What follows belongs to an exercise in optimizing a design on an open flow for small area; a production flow would make more cautious choices. The RTL was checked by simulation tests, not by an equivalence proof against the original design.

## hopselection
module hopselection(
clk_6M, rstz, p_033us,
regi_isMaster,
ps_pagerespTO,
fk_page,
scancase,
m_half_tslot_p,
connsnewslave, connsnewmaster,
txbit_period, rxbit_period,
fkset_p,   
psackfhs, pagetxfhs, pagetmp, pagerxackfhs ,
corre_threshold,
psrxfhs_succ_p,
psrxfhs,
pstxid,
m_tslot_p, ms_tslot_p,
ps_N_incr_p,
pageAB_2Npage_count, 
Atrain,
regi_interlace_offset, regi_page_k_nudge,
regi_AFH_mode,
regi_AFH_N, regi_AFH_channel_map,
ps, gips, is, giis, page, inquiry, mpr, spr, ir, conns,
prs_clock_frozen, prm_clock_frozen,
CLK, CLKE, CLKN, BD_ADDR,
counter_isFHS,
fk,
fk_chg_p, fk_chg_p_ff,
fk_pstxid
);
Settings: LEC_CHECK=0, CAP_MARGIN=20, CORE_MARGIN=2, CORE_UTILIZATION=40, CTS_BUF_LIST=sky130_fd_sc_hd__clkbuf_8, CTS_CLUSTER_DIAMETER=100, CTS_CLUSTER_SIZE=30, PLACE_DENSITY=0.6, SLEW_MARGIN=20; clock period 25.0 ns.
standard.sh (not shown) runs the stock make flow with config.mk's settings and CLKGATE_MAP_FILE= SYNTH_SCRIPT=/design/flow/synth_recipe.tcl, a recipe that flattens the netlist after the stock synthesis.
==> flow/flow/run.sh <==
#!/bin/bash
# Own layout flow: the standard ORFS flow (standard.sh) with two changes:
#  - Yosys's abc step maps the combinational logic with an area-oriented ABC
#    script (flow/area.abc) instead of ORFS's speed script; registers are
#    untouched (they are mapped by dfflibmap before abc).
#  - the port buffers that buffer_ports inserts are sky130_fd_sc_hd__buf_1.
#  - clock tree synthesis as ORFS runs it, with clkbuf_8 buffers, sinks
#    clustered in groups of up to 30, and no dummy loads.
# Every tool's output goes to a log file in the work folder.
set -euo pipefail
W=$(pwd)
cat > "$W/own_synth.tcl" <<TCL
proc abc {args} {
  set i [lsearch \$args -script]
  if {\$i >= 0} { set args [lreplace \$args [expr {\$i+1}] [expr {\$i+1}] $W/flow/area.abc] }
  yosys abc {*}\$args
}
source $W/synth_recipe.tcl
TCL
bash "$W/standard.sh" "SYNTH_SCRIPT=$W/own_synth.tcl" \
  "CTS_ARGS=-sink_clustering_enable -repair_clock_nets -dont_use_dummy_load -buf_list sky130_fd_sc_hd__clkbuf_8 -root_buf sky130_fd_sc_hd__clkbuf_8 -sink_clustering_size 30 -sink_clustering_max_diameter 100" \
  "BUFFER_PORTS_ARGS=-buffer_cell sky130_fd_sc_hd__buf_1" finish > "$W/standard.log" 2>&1
==> flow/flow/area.abc <==
&get -n
&st
&deepsyn -T 20
&dch -f
&nf -R 1000
&put
The baseline produced a clean layout.
==> next run, changes <==
--- a/flow/flow/run.sh
+++ b/flow/flow/run.sh
@@ -5,6 +5,4 @@
 #    untouched (they are mapped by dfflibmap before abc).
 #  - the port buffers that buffer_ports inserts are sky130_fd_sc_hd__buf_1.
-#  - clock tree synthesis as ORFS runs it, with clkbuf_8 buffers, sinks
-#    clustered in groups of up to 30, and no dummy loads.
 # Every tool's output goes to a log file in the work folder.
 set -euo pipefail
@@ -19,4 +17,3 @@
 TCL
 bash "$W/standard.sh" "SYNTH_SCRIPT=$W/own_synth.tcl" \
-  "CTS_ARGS=-sink_clustering_enable -repair_clock_nets -dont_use_dummy_load -buf_list sky130_fd_sc_hd__clkbuf_8 -root_buf sky130_fd_sc_hd__clkbuf_8 -sink_clustering_size 30 -sink_clustering_max_diameter 100" \
   "BUFFER_PORTS_ARGS=-buffer_cell sky130_fd_sc_hd__buf_1" finish > "$W/standard.log" 2>&1
Effect:
- die area does not change
- clock-buffer cell count grows by 1
- flip-flop and latch count does not change
- utilization increases by 0.51 points
- cell area went up by 1.1%
- via count hardly moves
- setup slack loses 8.7 ps

hopselection, a different RTL version from the one above (not shown whole).
For scale: roughly 12,000 um2 of cells after synthesis.
==> flow/config.mk <==
export PLATFORM = sky130hd
export DESIGN_NAME = hopselection
export DESIGN_NICKNAME = hopselection
export VERILOG_FILES = /design/flow/design.v
export SDC_FILE = /design/flow/constraint.sdc
export NUM_CORES = 4
export LEC_CHECK = 0
export CAP_MARGIN = 20
export CORE_MARGIN = 2
export CORE_UTILIZATION = 40
export PLACE_DENSITY = 0.6
export SLEW_MARGIN = 20
==> flow/constraint.sdc <==
create_clock -name core_clock -period 25.0 [get_ports {clk_6M}]
set_input_delay 5.0000 -clock core_clock [delete_from_list [all_inputs] [get_ports {clk_6M}]]
set_output_delay 5.0000 -clock core_clock [all_outputs]
set_load 0.01 [all_outputs]
run.sh (not shown) runs the stock make flow with config.mk's settings and CLKGATE_MAP_FILE= SYNTH_SCRIPT=/design/flow/synth_recipe.tcl, a recipe that flattens the netlist after the stock synthesis.
Stock flow here: none of the scripts above is used.
Change:
==> flow/flow/run.sh (new file) <==
#!/bin/bash
# Own layout flow: the standard ORFS flow (standard.sh) with two changes:
#  - Yosys's abc step maps the combinational logic with an area-oriented ABC
#    script (flow/area.abc) instead of ORFS's speed script; registers are
#    untouched (they are mapped by dfflibmap before abc).
#  - the port buffers that buffer_ports inserts are sky130_fd_sc_hd__buf_1.
# Every tool's output goes to a log file in the work folder.
set -euo pipefail
W=$(pwd)
cat > "$W/own_synth.tcl" <<TCL
proc abc {args} {
  set i [lsearch \$args -script]
  if {\$i >= 0} { set args [lreplace \$args [expr {\$i+1}] [expr {\$i+1}] $W/flow/area.abc] }
  yosys abc {*}\$args
}
source $W/synth_recipe.tcl
TCL
bash "$W/standard.sh" "SYNTH_SCRIPT=$W/own_synth.tcl" \
  "BUFFER_PORTS_ARGS=-buffer_cell sky130_fd_sc_hd__buf_1" finish > "$W/standard.log" 2>&1
==> flow/flow/area.abc (new file) <==
&get -n
&st
&dc2
&dch -f
&nf -R 1000
&st
&dch -f
&nf -R 1000
&put
==> flow/standard.sh (new file) <==
#!/bin/bash
# synth_recipe.tcl (not shown) runs the flow's synth.tcl, then flattens the netlist and writes it again
# the make line also repeats each setting of config.mk as NAME=value (left out here)
make -C /OpenROAD-flow-scripts/flow DESIGN_CONFIG=/design/flow/config.mk WORK_HOME=/design/flow/orfs CLKGATE_MAP_FILE= SYNTH_SCRIPT=/design/flow/synth_recipe.tcl "${@:-finish}"
removed: flow/run.sh
After rerunning: Count of clock-buffer cells in the layout climbs by 2. Wire length falls by about a fifth. Final cell count decreases by roughly a tenth. Die area went down by roughly a tenth. Design area goes down by about a fifth. Non-clock buffer count falls by 2. Sequential cell count stays the same. Worst setup slack improved by 1.1 ns. Register-to-register slack degrades by 1.0 ns.

## v6
RTL: one of the versions met above, not the one the previous note started from.
Size in the first run: roughly 1000 cells after synthesis, ~85 flip-flops, roughly 270 I/O pins, ~9400 um2 of cells after synthesis.
export LEC_CHECK = 0
export CAP_MARGIN = 20
export CORE_MARGIN = 2
export CORE_UTILIZATION = 40
export CTS_BUF_LIST = sky130_fd_sc_hd__clkbuf_8
export CTS_CLUSTER_DIAMETER = 100
export CTS_CLUSTER_SIZE = 30
export PLACE_DENSITY = 0.6
export SLEW_MARGIN = 20
create_clock -name core_clock -period 25.0 [get_ports {clk_6M}]
standard.sh (not shown) runs the stock make flow with config.mk's settings and CLKGATE_MAP_FILE= SYNTH_SCRIPT=/design/flow/synth_recipe.tcl, a recipe that flattens the netlist after the stock synthesis.
==> flow/flow/run.sh <==
#!/bin/bash
# Own layout flow: the standard ORFS flow (standard.sh) with two changes:
#  - Yosys's abc step maps the combinational logic with an area-oriented ABC
#    script (flow/area.abc) instead of ORFS's speed script; registers are
#    untouched (they are mapped by dfflibmap before abc).
#  - adders and comparators up to 11 bits wide get a ripple-carry $lcu,
#    wider ones (the clock incrementers) keep Kogge-Stone (flow/lcu_hybrid.v).
#  - the port buffers that buffer_ports inserts are sky130_fd_sc_hd__buf_1.
#  - clock tree synthesis as ORFS runs it, with clkbuf_8 buffers, sinks
#    clustered in groups of up to 30, and no dummy loads.
# Every tool's output goes to a log file in the work folder.
set -euo pipefail
W=$(pwd)
cat > "$W/own_synth.tcl" <<TCL
proc abc {args} {
  set i [lsearch \$args -script]
  if {\$i >= 0} { set args [lreplace \$args [expr {\$i+1}] [expr {\$i+1}] $W/flow/area.abc] }
  yosys abc {*}\$args
}
source $W/synth_recipe.tcl
TCL
bash "$W/standard.sh" "SYNTH_SCRIPT=$W/own_synth.tcl" \
  "SYNTH_OPERATIONS_ARGS=-extra-map $W/flow/lcu_hybrid.v" \
  "CTS_ARGS=-sink_clustering_enable -repair_clock_nets -dont_use_dummy_load -buf_list sky130_fd_sc_hd__clkbuf_8 -root_buf sky130_fd_sc_hd__clkbuf_8 -sink_clustering_size 30 -sink_clustering_max_diameter 100" \
  "BUFFER_PORTS_ARGS=-buffer_cell sky130_fd_sc_hd__buf_1" finish > "$W/standard.log" 2>&1
==> flow/flow/area.abc <==
&get -n
&st
&deepsyn -T 20
&dch -f
&nf -R 1000
&put
==> flow/flow/lcu_hybrid.v <==
// $lcu (carry chain of Yosys's adders and comparators): ripple carry for
// narrow ones (up to 11 bits), Kogge-Stone for wide ones (the clock
// incrementers), where a ripple chain would be too slow.
(* techmap_celltype = "$lcu" *)
module _80_lcu_hybrid (P, G, CI, CO);
	parameter WIDTH = 2;

	(* force_downto *)
	input [WIDTH-1:0] P, G;
	input CI;

	(* force_downto *)
	output [WIDTH-1:0] CO;

	integer i, j;
	(* force_downto *)
	reg [WIDTH-1:0] p, g;

	wire [1023:0] _TECHMAP_DO_ = "proc; opt -fast";

	always @* begin
		p = P;
		g = G;
		g[0] = g[0] | (p[0] & CI);
		if (WIDTH < 12) begin
			for (i = 1; i < WIDTH; i = i + 1)
				g[i] = g[i] | (p[i] & g[i-1]);
		end else begin
			for (i = 0; i < $clog2(WIDTH); i = i + 1) begin
				for (j = WIDTH - 1; j >= 2**i; j = j - 1) begin
					g[j] = g[j] | p[j] & g[j - 2**i];
					p[j] = p[j] & p[j - 2**i];
				end
			end
		end
	end

	assign CO = g;
endmodule
v6 completed every stage of the flow, and the final layout passed the timing, DRC and antenna checks.
Input changes introduced in v7 (baseline for comparison: v6):
--- a/flow/flow/run.sh
+++ b/flow/flow/run.sh
@@ -2 +2 @@
-# Own layout flow: the standard ORFS flow (standard.sh) with two changes:
+# Own layout flow: the standard ORFS flow (standard.sh) with these changes:
@@ -6,2 +6,2 @@
-#  - adders and comparators up to 11 bits wide get a ripple-carry $lcu,
-#    wider ones (the clock incrementers) keep Kogge-Stone (flow/lcu_hybrid.v).
+#  - adders and comparators use a ripple-carry $lcu (flow/lcu_ripple.v)
+#    instead of ORFS's Kogge-Stone one: smaller, and fast enough at 25 ns.
@@ -9,2 +8,0 @@
-#  - clock tree synthesis as ORFS runs it, with clkbuf_8 buffers, sinks
-#    clustered in groups of up to 30, and no dummy loads.
@@ -23,2 +21 @@
-  "SYNTH_OPERATIONS_ARGS=-extra-map $W/flow/lcu_hybrid.v" \
-  "CTS_ARGS=-sink_clustering_enable -repair_clock_nets -dont_use_dummy_load -buf_list sky130_fd_sc_hd__clkbuf_8 -root_buf sky130_fd_sc_hd__clkbuf_8 -sink_clustering_size 30 -sink_clustering_max_diameter 100" \
+  "SYNTH_OPERATIONS_ARGS=-extra-map $W/flow/lcu_ripple.v" \
--- a/flow/flow/area.abc
+++ b/flow/flow/area.abc
@@ -6,0 +7,5 @@
+&get -n
+&st
+&dch -f
+&nf -R 1000
+&put
==> flow/flow/lcu_ripple.v (new file) <==
(* techmap_celltype = "$lcu" *)
module _80_lcu_ripple (P, G, CI, CO);
	parameter WIDTH = 2;

	(* force_downto *)
	input [WIDTH-1:0] P, G;
	input CI;

	(* force_downto *)
	output [WIDTH-1:0] CO;

	integer i;
	(* force_downto *)
	reg [WIDTH-1:0] c;

	wire [1023:0] _TECHMAP_DO_ = "proc; opt -fast";

	always @* begin
		c[0] = G[0] | (P[0] & CI);
		for (i = 1; i < WIDTH; i = i + 1)
			c[i] = G[i] | (P[i] & c[i-1]);
	end

	assign CO = c;
endmodule
removed: flow/flow/lcu_hybrid.v
Findings:
Across v6 and v7, the outcome is the same: a clean finish for every run.
[compare] base=v6 new=v7: final HPWL from detailed placement increased 420 um; post-synthesis simple-gate area fraction decreased 3.1 points; number of inserted diodes increased 1; slew at the pin closest to its max-slew limit increased 64 ps.

Another version of the RTL of hopselection (not shown whole).
Size in the first run: roughly 85 flip-flops, about 270 I/O pins.
==> flow/config.mk <==
export PLATFORM = sky130hd
export DESIGN_NAME = hopselection
export DESIGN_NICKNAME = hopselection
export VERILOG_FILES = /design/flow/design.v
export SDC_FILE = /design/flow/constraint.sdc
export NUM_CORES = 4
export LEC_CHECK = 0
export CAP_MARGIN = 20
export CORE_MARGIN = 2
export CORE_UTILIZATION = 40
export CTS_BUF_LIST = sky130_fd_sc_hd__clkbuf_8
export CTS_CLUSTER_DIAMETER = 100
export CTS_CLUSTER_SIZE = 30
export PLACE_DENSITY = 0.6
export SLEW_MARGIN = 20
==> flow/constraint.sdc <==
create_clock -name core_clock -period 25.0 [get_ports {clk_6M}]
set_input_delay 5.0000 -clock core_clock [delete_from_list [all_inputs] [get_ports {clk_6M}]]
set_output_delay 5.0000 -clock core_clock [all_outputs]
set_load 0.01 [all_outputs]
==> flow/flow/run.sh <==
#!/bin/bash
# Own layout flow: the standard ORFS flow (standard.sh) with two changes:
#  - Yosys's abc step maps the combinational logic with an area-oriented ABC
#    script (flow/area.abc) instead of ORFS's speed script; registers are
#    untouched (they are mapped by dfflibmap before abc).
#  - adders and comparators up to 11 bits wide get a ripple-carry $lcu,
#    wider ones (the clock incrementers) keep Kogge-Stone (flow/lcu_hybrid.v).
#  - no full-adder extraction (ADDER_MAP_FILE empty): ABC maps the adders
#    into plain gates, which comes out smaller here.
#  - the port buffers that buffer_ports inserts are sky130_fd_sc_hd__buf_1.
#  - clock tree synthesis as ORFS runs it, with clkbuf_8 buffers, sinks
#    clustered in groups of up to 30, and no dummy loads.
# Every tool's output goes to a log file in the work folder.
set -euo pipefail
W=$(pwd)
cat > "$W/own_synth.tcl" <<TCL
proc abc {args} {
  set i [lsearch \$args -script]
  if {\$i >= 0} { set args [lreplace \$args [expr {\$i+1}] [expr {\$i+1}] $W/flow/area.abc] }
  yosys abc {*}\$args
}
source $W/synth_recipe.tcl
TCL
bash "$W/standard.sh" "SYNTH_SCRIPT=$W/own_synth.tcl" \
  "SYNTH_OPERATIONS_ARGS=-extra-map $W/flow/lcu_hybrid.v" "ADDER_MAP_FILE=" \
  "CTS_ARGS=-sink_clustering_enable -repair_clock_nets -dont_use_dummy_load -buf_list sky130_fd_sc_hd__clkbuf_8 -root_buf sky130_fd_sc_hd__clkbuf_8 -sink_clustering_size 30 -sink_clustering_max_diameter 100" \
  "BUFFER_PORTS_ARGS=-buffer_cell sky130_fd_sc_hd__buf_1" finish > "$W/standard.log" 2>&1
==> flow/flow/area.abc <==
&get -n
&st
&deepsyn -T 20
&dch -f
&nf -R 1000
&put
==> flow/flow/lcu_hybrid.v <==
// $lcu (carry chain of Yosys's adders and comparators): ripple carry for
// narrow ones (up to 11 bits), Kogge-Stone for wide ones (the clock
// incrementers), where a ripple chain would be too slow.
(* techmap_celltype = "$lcu" *)
module _80_lcu_hybrid (P, G, CI, CO);
	parameter WIDTH = 2;

	(* force_downto *)
	input [WIDTH-1:0] P, G;
	input CI;

	(* force_downto *)
	output [WIDTH-1:0] CO;

	integer i, j;
	(* force_downto *)
	reg [WIDTH-1:0] p, g;

	wire [1023:0] _TECHMAP_DO_ = "proc; opt -fast";

	always @* begin
		p = P;
		g = G;
		g[0] = g[0] | (p[0] & CI);
		if (WIDTH < 12) begin
			for (i = 1; i < WIDTH; i = i + 1)
				g[i] = g[i] | (p[i] & g[i-1]);
		end else begin
			for (i = 0; i < $clog2(WIDTH); i = i + 1) begin
				for (j = WIDTH - 1; j >= 2**i; j = j - 1) begin
					g[j] = g[j] | p[j] & g[j - 2**i];
					p[j] = p[j] & p[j - 2**i];
				end
			end
		end
	end

	assign CO = g;
endmodule
Next try:
--- a/flow/flow/run.sh
+++ b/flow/flow/run.sh
@@ -12 +12 @@
-#    clustered in groups of up to 30, and no dummy loads.
+#    clustered in groups of up to 50, and no dummy loads.
@@ -26 +26 @@
-  "CTS_ARGS=-sink_clustering_enable -repair_clock_nets -dont_use_dummy_load -buf_list sky130_fd_sc_hd__clkbuf_8 -root_buf sky130_fd_sc_hd__clkbuf_8 -sink_clustering_size 30 -sink_clustering_max_diameter 100" \
+  "CTS_ARGS=-sink_clustering_enable -repair_clock_nets -dont_use_dummy_load -buf_list sky130_fd_sc_hd__clkbuf_8 -root_buf sky130_fd_sc_hd__clkbuf_8 -sink_clustering_size 50 -sink_clustering_max_diameter 250" \
Result: The changed run finished clean. Worst hold slack is unchanged. Cell count stays the same. Fmax stays the same. Via count stays the same.

-- separate check: timing with driven ports --
How much do the figures lean on ideal ports? The routed layouts below were timed once more, with nothing changed but the port constraints.
Step 1 assumes that a clkbuf_16 drives the clock port and a buf_2 every other input.
Step 2 also shifts input and output timing later by t, the mid clock arrival at the registers, as if the neighbouring blocks saw the same clock.
a / b / c = ideal / step 1 / step 2; a / b = the first two.
| run | t (ns) | setup WS [ns] | clock arrival spread, ns |
|---|---|---|---|
| the first run of note 1 | 0.399 | 2.222 / 2.201 / 2.201 | 0.018 / 0.019 |
| the second run of note 1 | 0.401 | 2.214 / 2.193 / 2.193 | 0.010 / 0.011 |
| the first run of note 2 | 0.387 | 1.221 / 1.198 / 1.198 | 0.009 / 0.009 |
| the second run of note 2 | 0.375 | 2.360 / 2.332 / 2.332 | 0.008 / 0.008 |
| v6 | 0.413 | 1.166 / 1.145 / 1.145 | 0.027 / 0.027 |
| v7 | 0.414 | 0.477 / 0.455 / 0.455 | 0.017 / 0.016 |
| the first run of note 4 | 0.401 | 2.360 / 2.338 / 2.338 | 0.042 / 0.041 |
| the second run of note 4 | 0.401 | 2.360 / 2.338 / 2.338 | 0.042 / 0.041 |
After both steps every run listed still meets setup and hold. The setup slack of the second run of note 2, which loses most, moves by -0.028 ns with the drivers and by -0.028 ns with both steps.
